What follows belongs to an exercise in optimizing a design on an open flow for small area, a short achievable clock period and few clock cycles per item; a production flow would make more cautious choices. Function not checked in this run: the RTL went through the layout flow alone. Power figures rest on the tool's default switching activity, not on a simulated workload.

==> design/flow/design.v <==
module CRC_xor2(input a, input b, output y);
assign y = a ^ b;
endmodule
module CRC_xnor2(input a, input b, output y);
assign y = ~(a ^ b);
endmodule
module CRC(
input           clk,
input           rst_n,
input  [23:0]   Din,
input           valid,
input  [15:0]   size,
output [14:0]   checksum,
output          done
);
reg busy;              
wire en;               
wire [16:0] bn;        
reg  [16:0] b;         
always @(posedge clk or negedge rst_n)
 if (~rst_n) busy <= 1'b0;
 else busy <= ~busy & valid;
always @(posedge clk) b <= bn;
assign en = ~(size[1] & ~size[0]);
wire t24, t25, t26, t27, t28, t29, t30, t31, t32, t33, t34, t35, t36, t37, t38, t39, t40, t41, t42, t43, t44, t45, t46, t47, t48, t49, t50, t51, t52, t53, t54, t55, t56, t57, t58, t59, t60, t61, t62, t63, t64, t65, t66, t67, t68, t69, t70, t71, t72, t73, t74, t75, t76, t77, t78, t79, t80, t81, t82, t83, t84, t85, t86, t87, t88, t89, t90, t91, t92, t93;
wire k16, k17, k19, k20, k21, k22, k29, k36, k69, k80, k86, k89, k91;    
assign k16 = ~(Din[16] & en);
assign k17 = ~(Din[17] & en);
assign k19 = ~(Din[19] & en);
assign k20 = ~(Din[20] & en);
assign k21 = ~(Din[21] & en);
assign k22 = ~(Din[22] & en);
assign k29 = ~(t29 & en);
assign k36 = ~(t36 & en);
assign k69 = ~(t69 & en);
assign k80 = ~(t80 & en);
assign k86 = ~(t86 & en);
assign k89 = ~(t89 & en);
assign k91 = ~(t91 & en);
CRC_xor2 u24 (.a(Din[1]), .b(Din[12]), .y(t24));
CRC_xor2 u25 (.a(Din[2]), .b(Din[11]), .y(t25));
CRC_xor2 u26 (.a(Din[3]), .b(Din[8]), .y(t26));
CRC_xor2 u27 (.a(Din[4]), .b(Din[13]), .y(t27));
CRC_xnor2 u28 (.a(Din[9]), .b(k21), .y(t28));
CRC_xor2 u29 (.a(Din[22]), .b(Din[23]), .y(t29));
CRC_xor2 u30 (.a(Din[6]), .b(Din[10]), .y(t30));
CRC_xnor2 u31 (.a(Din[11]), .b(k17), .y(t31));
CRC_xor2 u32 (.a(Din[5]), .b(t25), .y(t32));
CRC_xor2 u33 (.a(Din[0]), .b(Din[1]), .y(t33));
CRC_xor2 u34 (.a(Din[8]), .b(Din[12]), .y(t34));
CRC_xor2 u35 (.a(Din[7]), .b(t24), .y(t35));
CRC_xor2 u36 (.a(Din[18]), .b(Din[20]), .y(t36));
CRC_xnor2 u37 (.a(k16), .b(t30), .y(t37));
CRC_xor2 u38 (.a(Din[10]), .b(t27), .y(t38));
CRC_xor2 u39 (.a(Din[0]), .b(t28), .y(t39));
CRC_xor2 u40 (.a(Din[15]), .b(t34), .y(t40));
CRC_xor2 u41 (.a(Din[13]), .b(Din[9]), .y(t41));
CRC_xor2 u42 (.a(t33), .b(t41), .y(t42));
CRC_xnor2 u43 (.a(k36), .b(t42), .y(t43));
CRC_xor2 u44 (.a(Din[4]), .b(Din[10]), .y(t44));
CRC_xnor2 u45 (.a(k19), .b(t44), .y(t45));
CRC_xor2 u46 (.a(t31), .b(t45), .y(t46));
CRC_xor2 u47 (.a(t39), .b(t46), .y(t47));
CRC_xor2 u48 (.a(t31), .b(t37), .y(t48));
CRC_xor2 u49 (.a(t40), .b(t48), .y(t49));
CRC_xnor2 u50 (.a(k19), .b(t26), .y(t50));
CRC_xor2 u51 (.a(t50), .b(t37), .y(t51));
CRC_xor2 u52 (.a(t32), .b(t51), .y(t52));
CRC_xnor2 u53 (.a(Din[7]), .b(k20), .y(t53));
CRC_xor2 u54 (.a(t26), .b(t53), .y(t54));
CRC_xor2 u55 (.a(t38), .b(t54), .y(t55));
CRC_xor2 u56 (.a(Din[12]), .b(Din[14]), .y(t56));
CRC_xnor2 u57 (.a(t56), .b(k29), .y(t57));
CRC_xor2 u58 (.a(t28), .b(t38), .y(t58));
CRC_xor2 u59 (.a(t57), .b(t58), .y(t59));
CRC_xnor2 u60 (.a(Din[7]), .b(k16), .y(t60));
CRC_xnor2 u61 (.a(k29), .b(t60), .y(t61));
CRC_xor2 u62 (.a(Din[8]), .b(Din[6]), .y(t62));
CRC_xor2 u63 (.a(t62), .b(t24), .y(t63));
CRC_xor2 u64 (.a(t31), .b(t63), .y(t64));
CRC_xnor2 u65 (.a(Din[1]), .b(k17), .y(t65));
CRC_xnor2 u66 (.a(k22), .b(t27), .y(t66));
CRC_xor2 u67 (.a(t65), .b(t66), .y(t67));
CRC_xnor2 u68 (.a(Din[15]), .b(k22), .y(t68));
CRC_xor2 u69 (.a(Din[21]), .b(Din[18]), .y(t69));
CRC_xnor2 u70 (.a(t24), .b(k69), .y(t70));
CRC_xor2 u71 (.a(t68), .b(t32), .y(t71));
CRC_xor2 u72 (.a(t70), .b(t71), .y(t72));
CRC_xor2 u73 (.a(Din[2]), .b(Din[3]), .y(t73));
CRC_xor2 u74 (.a(Din[14]), .b(Din[6]), .y(t74));
CRC_xnor2 u75 (.a(k20), .b(t73), .y(t75));
CRC_xor2 u76 (.a(t74), .b(t75), .y(t76));
CRC_xor2 u77 (.a(t35), .b(t76), .y(t77));
CRC_xor2 u78 (.a(Din[14]), .b(t40), .y(t78));
CRC_xor2 u79 (.a(Din[5]), .b(t30), .y(t79));
CRC_xor2 u80 (.a(t36), .b(t29), .y(t80));
CRC_xnor2 u81 (.a(t79), .b(k80), .y(t81));
CRC_xor2 u82 (.a(Din[6]), .b(t25), .y(t82));
CRC_xor2 u83 (.a(t82), .b(t39), .y(t83));
CRC_xor2 u84 (.a(Din[12]), .b(Din[13]), .y(t84));
CRC_xnor2 u85 (.a(Din[0]), .b(k19), .y(t85));
CRC_xor2 u86 (.a(Din[23]), .b(Din[18]), .y(t86));
CRC_xnor2 u87 (.a(t84), .b(k86), .y(t87));
CRC_xor2 u88 (.a(t85), .b(t87), .y(t88));
CRC_xor2 u89 (.a(Din[21]), .b(Din[19]), .y(t89));
CRC_xnor2 u90 (.a(k89), .b(t35), .y(t90));
CRC_xor2 u91 (.a(Din[17]), .b(Din[21]), .y(t91));
CRC_xor2 u92 (.a(t26), .b(t33), .y(t92));
CRC_xnor2 u93 (.a(k91), .b(t92), .y(t93));
assign bn[0] = t43;
assign bn[1] = t47;
assign bn[2] = t49;
assign bn[3] = t52;
assign bn[4] = t55;
assign bn[5] = t59;
assign bn[6] = t61;
assign bn[7] = t64;
assign bn[8] = t67;
assign bn[9] = t72;
assign bn[10] = t77;
assign bn[11] = t78;
assign bn[12] = t81;
assign bn[13] = t83;
assign bn[14] = t88;
assign bn[15] = t90;
assign bn[16] = t93;
CRC_xor2 o13 (.a(b[2]), .b(b[4]), .y(checksum[13]));
CRC_xor2 o14 (.a(b[3]), .b(b[0]), .y(checksum[14]));
CRC_xor2 o1 (.a(b[4]), .b(b[9]), .y(checksum[1]));
CRC_xor2 o2 (.a(b[5]), .b(b[3]), .y(checksum[2]));
CRC_xor2 o4 (.a(b[6]), .b(b[1]), .y(checksum[4]));
CRC_xor2 o5 (.a(b[7]), .b(b[12]), .y(checksum[5]));
CRC_xor2 o7 (.a(b[8]), .b(b[13]), .y(checksum[7]));
CRC_xor2 o11 (.a(b[9]), .b(b[5]), .y(checksum[11]));
CRC_xor2 o0 (.a(b[10]), .b(b[1]), .y(checksum[0]));
CRC_xor2 o12 (.a(b[11]), .b(b[3]), .y(checksum[12]));
CRC_xor2 o8 (.a(b[12]), .b(b[1]), .y(checksum[8]));
CRC_xor2 o6 (.a(b[13]), .b(b[14]), .y(checksum[6]));
CRC_xor2 o3 (.a(b[14]), .b(b[9]), .y(checksum[3]));
CRC_xor2 o9 (.a(b[15]), .b(b[12]), .y(checksum[9]));
CRC_xor2 o10 (.a(b[16]), .b(b[5]), .y(checksum[10]));
assign done = busy;
endmodule
==> design/flow/flow/run.sh <==
#!/bin/bash
# The standard layout, with the port buffers made from the smallest plain buffer
# (buf_1) instead of the cell buffer_ports picks by itself (clkdlybuf4s50_1).
set -euo pipefail
bash standard.sh finish 'BUFFER_PORTS_ARGS=-buffer_cell sky130_fd_sc_hd__buf_1' > standard_flow.log 2>&1
==> design/flow/standard.sh <==
#!/bin/bash
# synth_recipe.tcl (not shown) runs the flow's synth.tcl, then flattens the netlist and writes it again
# the make line also repeats each setting of config.mk as NAME=value (left out here)
make -C /OpenROAD-flow-scripts/flow DESIGN_CONFIG=/design/flow/config.mk WORK_HOME=/design/flow/orfs CLKGATE_MAP_FILE= SYNTH_SCRIPT=/design/flow/synth_recipe.tcl "${@:-finish}"
==> design/flow/config.mk <==
export PLATFORM = sky130hd
export DESIGN_NAME = CRC
export DESIGN_NICKNAME = CRC
export VERILOG_FILES = /design/flow/design.v
export SDC_FILE = /design/flow/constraint.sdc
export NUM_CORES = 4
export LEC_CHECK = 0
export CAP_MARGIN = 20
export CORE_AREA = 2.5 2.5 65.5 65.5
export CTS_BUF_LIST = sky130_fd_sc_hd__clkbuf_4
export DIE_AREA = 0 0 68 68
export SLEW_MARGIN = 20
export SYNTH_HIERARCHICAL = 1
export SYNTH_MINIMUM_KEEP_SIZE = 0
==> design/flow/constraint.sdc <==
create_clock -name core_clock -period 5.5 [get_ports {clk}]
set_input_delay 1.1000 -clock core_clock [delete_from_list [all_inputs] [get_ports {clk}]]
set_output_delay 1.1000 -clock core_clock [all_outputs]
set_load 0.01 [all_outputs]
==> results_dict.tcl <==
set metrics [dict create \
    cts.sinks 18 \
    synth.most_common_cell "xor2_1" \
    synth-edff-count 0 \
    syn_to_final_growth_pct 20.4 \
    setup_viol 0 \
    die_area_sq_um 4620 \
    synth_area_sq_um 1190 \
    drc 0 \
    vias_per_cell 3.92 \
    rsz0062_at_grt "no" \
    cts-root-buf "clkbuf_4" \
    clock_skew_ns 0 \
    endpoint "checksum[2]" \
    postRouteAntennaNets 0 \
    maxCapViolCount 0 \
    syn_nets 162 \
    cts_setup_buffers 0 \
    drive_above_1_share 0.0241 \
    path_clk_slew_ns 0.09 \
    setup_slack_ns 3.38 \
    place.gp.congestion 0.838 \
    drt-total-wl_um 2190 \
    slew-limit-headroom 0.728 \
    outcome "timing/DRC/antenna clean" \
    design.core.area_sq_um 3910 \
    leakagePower_uw 0.000597 \
    insertion_delay_ns 0.28 \
    rows 23 \
    critPathMaxFanout 3 \
    worst_ep_arrival_time_ns 1.02 \
    irDropWorstVdd_mv 0.0773 \
    synthCells 119 \
    numPortBuffers 44 \
    grt_pass1_wl_um 3330 \
    cp.required_ns 4.40 \
    dieHeight_um 68 \
    ctsHtreeMaxLevel 1 \
    reg2reg_to "busy$_DFF_PN0_" \
    cts-hold-fix-buffers 0 \
    hold_class "reg -> reg" \
    startpoint "b[5]$_DFF_P_" \
    r2r_cells 1 \
    critPathLaunchType "flip-flop" \
    drt_iter0_markers 14 \
    yosys-top-cells-count "xor2_1 (65), xnor2_1 (20), dfxtp_1 (17)" \
    synth_area_per_cell_sq_um 10.0 \
    yosys.area.top_type_share 0.478 \
    pin_count 59 \
    wl_per_cell_um 10.1 \
    clockBufferDepth 2 \
    min_period_over_period 0.386 \
    synth_top_flop_cell "dfxtp_1" \
    grt_max_degree 14 \
    cts_resized 0 \
    r2r-start "busy$_DFF_PN0_" \
    diodes 0 \
    hpwlAfterDp_um 1970 \
    yosys.area.top_type "xor2_1" \
    dp_slack_ns 3.12 \
    dr.pass1.iters 4 \
    final_hold_viol_count 0 \
    num-fill-cells 448 \
    final_max_slew_viol_count 0 \
    yosys_warnings 7 \
    r2r_slack_ns 4.94 \
    die_x_um 68 \
    p_per_area_nw_per_um2 379 \
    finalNetCount 210 \
    yosys.cell_types.count 8 \
    grt_pass1_vias 793 \
    worst_pin_slew_ns 0.407 \
    via_count 846 \
    synth-seq-cells 18 \
    finalNonFillerCells 216 \
    grt_usage 0.0981 \
    dp.cells 212 \
    yosysSeqAreaShare 0.307 \
    netlist_top_cells_area "xor2_1 (48%), dfxtp_1 (29%), xnor2_1 (15%), nand2_1 (4.1%), dfrtp_1 (2.1%)" \
    gr-total-overflow 0 \
    fmax_ghz 0.471 \
    post-route-min-period_ns 2.12 \
    numCtsBuffers 3 \
    cts_tree "done" \
    setup_tns_ns 0 \
    final_area_sq_um 1430 \
    cp-end-kind "primary output" \
    crit_type "reg -> out" \
    dpl-instance-area_sq_um 1410 \
    async_reset_ff_frac 0.0556 \
    initial_core_util 0.304 \
    antenna_found_initial 0 \
]
## critical path, cell delays in order (launching register included)
cell	delay, ns
dfxtp_1	0.40
xor2_1	0.17
buf_1	0.17
## worst min path at each step
stage / from / to / cells after the start
after floorplan: busy$_DFF_PN0_ / busy$_DFF_PN0_ / 1
after global placement: busy$_DFF_PN0_ / busy$_DFF_PN0_ / 1
after detailed placement: busy$_DFF_PN0_ / busy$_DFF_PN0_ / 1
after CTS: busy$_DFF_PN0_ / busy$_DFF_PN0_ / 1
after global routing: busy$_DFF_PN0_ / busy$_DFF_PN0_ / 1
final: busy$_DFF_PN0_ / busy$_DFF_PN0_ / 1
## registers in the layout, summed over array words and instances, names as in the netlist
name	count
b	17
busy	1
## report_power, final
part / leakage, uW / total (uW) / internal, uW / switching (uW)
Sequential: 0.000156 / 212 / 177 / 35.1
Combinational: 0.000425 / 269 / 117 / 152
Clock: 0.0000154 / 62.1 / 26.3 / 35.8
Total: 0.000597 / 543 / 320 / 223
## layout make-up
cell class              instances  area, sq um  area share
well taps                      50         62.6      0.0437
flip-flops and latches         18          365       0.255
repair buffers                 44          165       0.115
clock inverters                 1         3.75     0.00262
clock buffers                   3         22.5      0.0157
multi-input cells             100          813       0.568
## per-layer routing
metal	track usage	routed length, um	vias up
met3	0.0148	166	2
met4	0.0525	25	0
met5	0	0	-
li1	-	-	452
met1	0.115	914	363
met2	0.171	1080	29
## cell families (layout without fill, tap and decap cells)
group	after synthesis	after routing	synth area share
xor gates and xnor gates	85	85	0.626
and+or+nand+nor	15	15	0.0578
DFF	18	18	0.307
buffers and inverters	1	48	0.00946
## per-stage QoR
stage	utilization	hold WS, ns	power, uW
floorplan	-	0.468	396
global placement	0.359	0.413	490
detailed placement	0.359	0.421	493
CTS	0.366	0.435	556
global route	0.366	0.454	593
finish	0.366	0.430	543
## modules after synthesis, one instance, submodules excluded
module / copies in the design / area [sq um]
CRC_xnor2: 20 / 8.76
CRC: 1 / 445
CRC_xor2: 65 / 8.76
## layout by cell type, fill, tap and decap left out
cell type   n
clkinv_1    1
nand2b_4    1
clkbuf_4    3
nor2b_1     1
xnor2_1    20
nand2_1    13
dfrtp_1     1
buf_1      44
xor2_1     65
dfxtp_1    17

==> port drivers added, routing unchanged <==
In the flow no input, the clock included, has a driving cell. The finished layout below was timed again as built, in two steps. Step 1: set_driving_cell puts a clkbuf_16 on clk and a buf_2 on each other input, an assumption about the parent block. Step 2 times the ports against the registers' clock, not the clock port: input delays grow and output delays shrink by t, the midpoint of the rising clock arrivals with the driver on. Slacks: ideal / step 1 / step 2; pairs: ideal / step 1.
t (ns): 0.300
setup slack, ns: 3.376 / 3.354 / 3.163
worst data-port slew with drivers (ns): 0.03
cell pins on the clock port's net: 1
After both steps setup and hold are still met in this run. The setup slack of this run moves by -0.022 ns with the drivers and by -0.213 ns with both steps.
